Source: an optimization exercise on an open RTL-to-GDS flow (aim: small area). Production flows keep margins and buffers that such runs may drop.
The RTL was checked by simulation tests, not by an equivalence proof against the original design.

==> inputs of run G <==
Design cpu, start of the top module:
module cpu (
    input wire clk, rst,
    output wire [19:0] e_addr_bus,
    output wire [15:0] e_prog_addr, e_data,
    input wire [15:0] e_mem_bus,
    input wire [31:0] e_instr,
    input wire [31:0] e_sdram_instr,
    input wire e_mem_busy, e_mem_ready, e_mem_cack,
    input wire irq_in,
    output wire ram_read_out, ram_write, ram_instr_access, ram_read_done,
    output wire [7:0] e_reg_leds,
    output wire [3:0] e_pc_leds
);
wire [15:0] reg_l_bus, reg_r_bus, alu_bus, alu_r_mux, reg_in_mux, spec_reg_out, sr_out;
wire [15:0] prog_addr, saved_pc, irq_pc, fetch_addr;
wire [31:0] instr_bus, fetch_instr_bus;
wire [19:0] alu_bus_paged, fetch_addr_paged;
wire [7:0] prog_page;
wire [4:0] alu_flags_f, alu_flags_out;
wire [2:0] reg_l_ctl, reg_r_ctl;
wire [7:0] gp_reg_ie;
wire pc_inc, pc_ie, reg_in_mux_ctl, alu_r_mux_ctl, alu_cin, alu_flags_ie, reg_sr_in, sr_ie, sr_pc_over, ram_read, irq_instr, pc_sr_ie, jtr_op;
wire c_add, c_sub, c_and, c_or, c_xor, c_shl, c_shr, c_mul, c_div, c_pa, c_pb;
wire fetch_ram_read, fetch_wait, fetch_addr_mux, irq_p, irq_en, pc_chg;
wire flag_boot_mode, flag_instr_mem_over;
wire sel0 = instr_bus[31:16] == 16'b0;
wire adv = ~fetch_wait | flag_boot_mode;
wire pc_ie_g = (pc_ie | (sr_ie & sel0)) & adv;
wire pc_inc_g = pc_inc & adv;
regfile gp(clk, rst, reg_in_mux, gp_reg_ie, reg_l_ctl, reg_r_ctl, reg_l_bus, reg_r_bus, e_reg_leds);
alu alu(reg_l_bus, alu_r_mux, alu_bus, c_add, c_sub, c_and, c_or, c_xor, c_shl, c_shr, c_mul, c_div, c_pa, c_pb,
    alu_cin, alu_flags_f);
pc pc(pc_sr_ie ? irq_pc : alu_r_mux, prog_addr, clk, pc_inc_g, pc_ie_g, irq_p | irq_instr, rst, saved_pc, pc_chg);
  ...
==> flow/config.mk <==
export PLATFORM = sky130hd
export DESIGN_NAME = cpu
export DESIGN_NICKNAME = cpu
export VERILOG_FILES = /design/flow/design.v
export SDC_FILE = /design/flow/constraint.sdc
export NUM_CORES = 4
export LEC_CHECK = 0
export ABC_AREA = 1
export ABC_CLOCK_PERIOD_IN_PS = 36000
export CAP_MARGIN = 20
export CORE_MARGIN = 2
export CORE_UTILIZATION = 40
export SLEW_MARGIN = 20
==> flow/constraint.sdc <==
create_clock -name core_clock -period 140.0 [get_ports {clk}]
set_input_delay 28.0000 -clock core_clock [delete_from_list [all_inputs] [get_ports {clk}]]
set_output_delay 28.0000 -clock core_clock [all_outputs]
set_load 0.01 [all_outputs]
standard.sh (not shown) runs the stock make flow with config.mk's settings and CLKGATE_MAP_FILE= SYNTH_SCRIPT=/design/flow/synth_recipe.tcl, a recipe that flattens the netlist after the stock synthesis.
==> flow/flow/run.sh <==
#!/bin/bash
# Own layout flow: the standard ORFS flow, except that
#  - ABC maps the logic with an area-oriented script, then resizes for delay (flow/amap.abc),
#  - ports are buffered with the smallest buffer,
#  - CTS inserts no dummy loads,
#  - half-adder cells are not used (synthesis keeps full adders only).
# Every tool's output goes to a log in this folder (make_*.log) and under orfs/logs.
set -euo pipefail
W=$(pwd)
# synthesis script: the standard flow's, with the ABC mapping script replaced
{
  head -n 1 synth_recipe.tcl
  cat <<'T'
proc abc {args} {
  set i [lsearch -exact $args -script]
  if { $i >= 0 } { set args [lreplace $args [expr {$i+1}] [expr {$i+1}] $::env(MY_ABC_SCRIPT)] }
  yosys abc {*}$args
}
T
  tail -n +2 synth_recipe.tcl
} > my_synth.tcl
sed -e "s#SYNTH_SCRIPT=[^ ]*#SYNTH_SCRIPT=$W/my_synth.tcl#" \
    -e 's#CLKGATE_MAP_FILE= #CLKGATE_MAP_FILE= "DONT_USE_CELLS=${DU_LIST}" #' standard.sh > my_standard.sh
export MY_ABC_SCRIPT=$W/flow/amap.abc
export BUFFER_PORTS_ARGS="-buffer_cell sky130_fd_sc_hd__buf_1"
export CTS_ARGS="-sink_clustering_enable -repair_clock_nets -dont_use_dummy_load"
# the platform's don't-use cells, and the half adders
DU_LIST=$(sed -n '/^export DONT_USE_CELLS/,/^$/p' "$FLOW_HOME/platforms/$FLOW_PLATFORM/config.mk" \
  | sed -e 's/export DONT_USE_CELLS += //' -e 's/\\//' | tr -s ' \n' '  ')
export DU_LIST="$DU_LIST sky130_fd_sc_hd__ha_1 sky130_fd_sc_hd__ha_2 sky130_fd_sc_hd__ha_4"
bash my_standard.sh "${1:-finish}" > make_${1:-finish}.log 2>&1
[ -n "${1:-}" ] || test -f out/final.def
==> flow/flow/amap.abc <==
strash
dch -f
amap
topo
stime -c
buffer -c
upsize -c
dnsize -c
==> inputs of run A, as changes to run G <==
--- a/flow/design.v
+++ b/flow/design.v
@@ -45,22 +45,47 @@
 endgenerate
 wire carry_out = ac[16] ^ c_sub;
 wire dv = c_div | c_shr;
 wire sh = c_shl | c_shr;
 wire [15:0] oh = 16'b1 << b_in[3:0];
 wire big = |b_in[15:4];
 wire [15:0] y = sh ? oh : b_in;
 wire [16:0] hz;     
-assign hz[16] = 1'b1;
+wire [3:0] gz;      
+wire [16:0] hl;     
 generate
-    for (k = 15; k >= 0; k = k - 1) begin : hzc
-        assign hz[k] = hz[k+1] & ~y[k];
+    for (k = 0; k < 4; k = k + 1) begin : gzc
+        assign gz[k] = ~|y[4*k+3:4*k];
+    end
+    for (k = 15; k >= 0; k = k - 1) begin : hlc
+        if (k % 4 == 3) begin : t
+            assign hl[k] = ~y[k];
+        end else begin : c
+            assign hl[k] = hl[k+1] & ~y[k];
+        end
     end
 endgenerate
+assign hz[16] = 1'b1;
+assign hz[15] = hl[15];
+assign hz[14] = hl[14];
+assign hz[13] = hl[13];
+assign hz[12] = hl[12];
+assign hz[11] = hl[11] & gz[3];
+assign hz[10] = hl[10] & gz[3];
+assign hz[9]  = hl[9]  & gz[3];
+assign hz[8]  = hl[8]  & gz[3];
+assign hz[7]  = hl[7]  & gz[3] & gz[2];
+assign hz[6]  = hl[6]  & gz[3] & gz[2];
+assign hz[5]  = hl[5]  & gz[3] & gz[2];
+assign hz[4]  = hl[4]  & gz[3] & gz[2];
+assign hz[3]  = hl[3]  & gz[3] & gz[2] & gz[1];
+assign hz[2]  = hl[2]  & gz[3] & gz[2] & gz[1];
+assign hz[1]  = hl[1]  & gz[3] & gz[2] & gz[1];
+assign hz[0]  = hl[0]  & gz[3] & gz[2] & gz[1];
 wire [15:0] q;      
 wire [0:0] l0, y0, s0, r0, g0, p0;
 wire [1:0] c0;
 assign l0 = dv & a_in[15];
 assign y0 = dv ? ~y[0:0] : (a_in[0:0] & {1{y[15]}});
 assign g0 = l0 & y0;
 assign p0 = l0 | y0;
 assign c0[0] = dv;
==> flow/flow/run.sh (replaced) <==
#!/bin/bash
# Own layout flow: the standard ORFS flow, except that
#  - ABC maps the logic with an area-oriented script, then resizes for delay (flow/amap.abc),
#  - ports are buffered with the smallest buffer,
#  - CTS inserts no dummy loads and uses the smaller clock buffers,
#  - half-adder cells are not used (synthesis keeps full adders only).
# Every tool's output goes to a log in this folder (make_*.log) and under orfs/logs.
set -euo pipefail
W=$(pwd)
# synthesis script: the standard flow's, with the ABC mapping script replaced
{
  head -n 1 synth_recipe.tcl
  cat <<'T'
proc abc {args} {
  set i [lsearch -exact $args -script]
  if { $i >= 0 } { set args [lreplace $args [expr {$i+1}] [expr {$i+1}] $::env(MY_ABC_SCRIPT)] }
  yosys abc {*}$args
}
T
  tail -n +2 synth_recipe.tcl
} > my_synth.tcl
sed -e "s#SYNTH_SCRIPT=[^ ]*#SYNTH_SCRIPT=$W/my_synth.tcl#" \
    -e 's#CLKGATE_MAP_FILE= #CLKGATE_MAP_FILE= "DONT_USE_CELLS=${DU_LIST}" #' standard.sh > my_standard.sh
export MY_ABC_SCRIPT=$W/flow/amap.abc
export BUFFER_PORTS_ARGS="-buffer_cell sky130_fd_sc_hd__buf_1"
export CTS_ARGS="-sink_clustering_enable -repair_clock_nets -dont_use_dummy_load -buf_list {sky130_fd_sc_hd__clkbuf_8} -sink_clustering_size 14 -sink_clustering_max_diameter 90"
# the platform's don't-use cells, and the half adders
DU_LIST=$(sed -n '/^export DONT_USE_CELLS/,/^$/p' "$FLOW_HOME/platforms/$FLOW_PLATFORM/config.mk" \
  | sed -e 's/export DONT_USE_CELLS += //' -e 's/\\//' | tr -s ' \n' '  ')
export DU_LIST="$DU_LIST sky130_fd_sc_hd__ha_1 sky130_fd_sc_hd__ha_2 sky130_fd_sc_hd__ha_4"
bash my_standard.sh "${1:-finish}" > make_${1:-finish}.log 2>&1
[ -n "${1:-}" ] || test -f out/final.def
- CORE_UTILIZATION: 40 -> 55
- PLACE_DENSITY: not set -> 0.85
==> inputs of run Z, as changes to run G <==
--- a/flow/design.v
+++ b/flow/design.v
@@ -45,22 +45,47 @@
 endgenerate
 wire carry_out = ac[16] ^ c_sub;
 wire dv = c_div | c_shr;
 wire sh = c_shl | c_shr;
 wire [15:0] oh = 16'b1 << b_in[3:0];
 wire big = |b_in[15:4];
 wire [15:0] y = sh ? oh : b_in;
 wire [16:0] hz;     
-assign hz[16] = 1'b1;
+wire [3:0] gz;      
+wire [16:0] hl;     
 generate
-    for (k = 15; k >= 0; k = k - 1) begin : hzc
-        assign hz[k] = hz[k+1] & ~y[k];
+    for (k = 0; k < 4; k = k + 1) begin : gzc
+        assign gz[k] = ~|y[4*k+3:4*k];
+    end
+    for (k = 15; k >= 0; k = k - 1) begin : hlc
+        if (k % 4 == 3) begin : t
+            assign hl[k] = ~y[k];
+        end else begin : c
+            assign hl[k] = hl[k+1] & ~y[k];
+        end
     end
 endgenerate
+assign hz[16] = 1'b1;
+assign hz[15] = hl[15];
+assign hz[14] = hl[14];
+assign hz[13] = hl[13];
+assign hz[12] = hl[12];
+assign hz[11] = hl[11] & gz[3];
+assign hz[10] = hl[10] & gz[3];
+assign hz[9]  = hl[9]  & gz[3];
+assign hz[8]  = hl[8]  & gz[3];
+assign hz[7]  = hl[7]  & gz[3] & gz[2];
+assign hz[6]  = hl[6]  & gz[3] & gz[2];
+assign hz[5]  = hl[5]  & gz[3] & gz[2];
+assign hz[4]  = hl[4]  & gz[3] & gz[2];
+assign hz[3]  = hl[3]  & gz[3] & gz[2] & gz[1];
+assign hz[2]  = hl[2]  & gz[3] & gz[2] & gz[1];
+assign hz[1]  = hl[1]  & gz[3] & gz[2] & gz[1];
+assign hz[0]  = hl[0]  & gz[3] & gz[2] & gz[1];
 wire [15:0] q;      
 wire [0:0] l0, y0, s0, r0, g0, p0;
 wire [1:0] c0;
 assign l0 = dv & a_in[15];
 assign y0 = dv ? ~y[0:0] : (a_in[0:0] & {1{y[15]}});
 assign g0 = l0 & y0;
 assign p0 = l0 | y0;
 assign c0[0] = dv;
==> flow/flow/run.sh (replaced) <==
#!/bin/bash
# Own layout flow: the standard ORFS flow, except that
#  - ABC maps the logic with an area-oriented script, then resizes for delay (flow/amap.abc),
#  - ports are buffered with the smallest buffer,
#  - CTS inserts no dummy loads and uses the smaller clock buffers,
#  - half-adder cells are not used (synthesis keeps full adders only).
# Every tool's output goes to a log in this folder (make_*.log) and under orfs/logs.
set -euo pipefail
W=$(pwd)
# synthesis script: the standard flow's, with the ABC mapping script replaced
{
  head -n 1 synth_recipe.tcl
  cat <<'T'
proc abc {args} {
  set i [lsearch -exact $args -script]
  if { $i >= 0 } { set args [lreplace $args [expr {$i+1}] [expr {$i+1}] $::env(MY_ABC_SCRIPT)] }
  yosys abc {*}$args
}
T
  tail -n +2 synth_recipe.tcl
} > my_synth.tcl
sed -e "s#SYNTH_SCRIPT=[^ ]*#SYNTH_SCRIPT=$W/my_synth.tcl#" \
    -e 's#CLKGATE_MAP_FILE= #CLKGATE_MAP_FILE= "DONT_USE_CELLS=${DU_LIST}" #' standard.sh > my_standard.sh
export MY_ABC_SCRIPT=$W/flow/amap.abc
export BUFFER_PORTS_ARGS="-buffer_cell sky130_fd_sc_hd__buf_1"
export CTS_ARGS="-sink_clustering_enable -repair_clock_nets -dont_use_dummy_load -buf_list {sky130_fd_sc_hd__clkbuf_4}"
# the platform's don't-use cells, and the half adders
DU_LIST=$(sed -n '/^export DONT_USE_CELLS/,/^$/p' "$FLOW_HOME/platforms/$FLOW_PLATFORM/config.mk" \
  | sed -e 's/export DONT_USE_CELLS += //' -e 's/\\//' | tr -s ' \n' '  ')
export DU_LIST="$DU_LIST sky130_fd_sc_hd__ha_1 sky130_fd_sc_hd__ha_2 sky130_fd_sc_hd__ha_4"
bash my_standard.sh "${1:-finish}" > make_${1:-finish}.log 2>&1
[ -n "${1:-}" ] || test -f out/final.def
- CORE_UTILIZATION: 40 -> 65
==> flow_summary.toml <==
[outcome]
status = "no timing/DRC/antenna violations"

[cells_and_area]
multi_input_cells = 2562
buffer_area_frac = 0.06406
buffers = 400

[placement]
place_congestion = 1.013

[clocking]
cts_resized = 7

[die]
core-area_mm2 = 0.08555
core.rowCount = 107

[logic_synthesis]
syn_inst = 3634

[global_route]
grt_pass1_wl_mm = 197.5

[pwr]
(the above is from run G)
==> flow_summary.toml <==
[cells_and_area]
buffer_area_frac = 0.04307
multi_input_cells = 2578

[global_route]
grt_pass1_wl_mm = 184.2

[die]
core.rowCount = 91

[outcome]
status = "no timing/DRC/antenna violations"

[critical_path]
crit_slowest_cell = "nor4_1"

[placement]
place_congestion = 1.080

[logic_synthesis]
syn_inst = 3657
(the above is from run A)
==> flow_summary.toml <==
[cells_and_area]
multi_input_cells = 2579
buffer_area_frac = 0.05044
buffers = 324

[global_route]
grt_pass1_wl_mm = 192.3

[placement]
place_congestion = 1.056

[die]
core-area_mm2 = 0.05255

[logic_synthesis]
syn_inst = 3657

[clocking]
cts_resized = 18

[outcome]
status = "no timing/DRC/antenna violations"
(the above is from run Z)
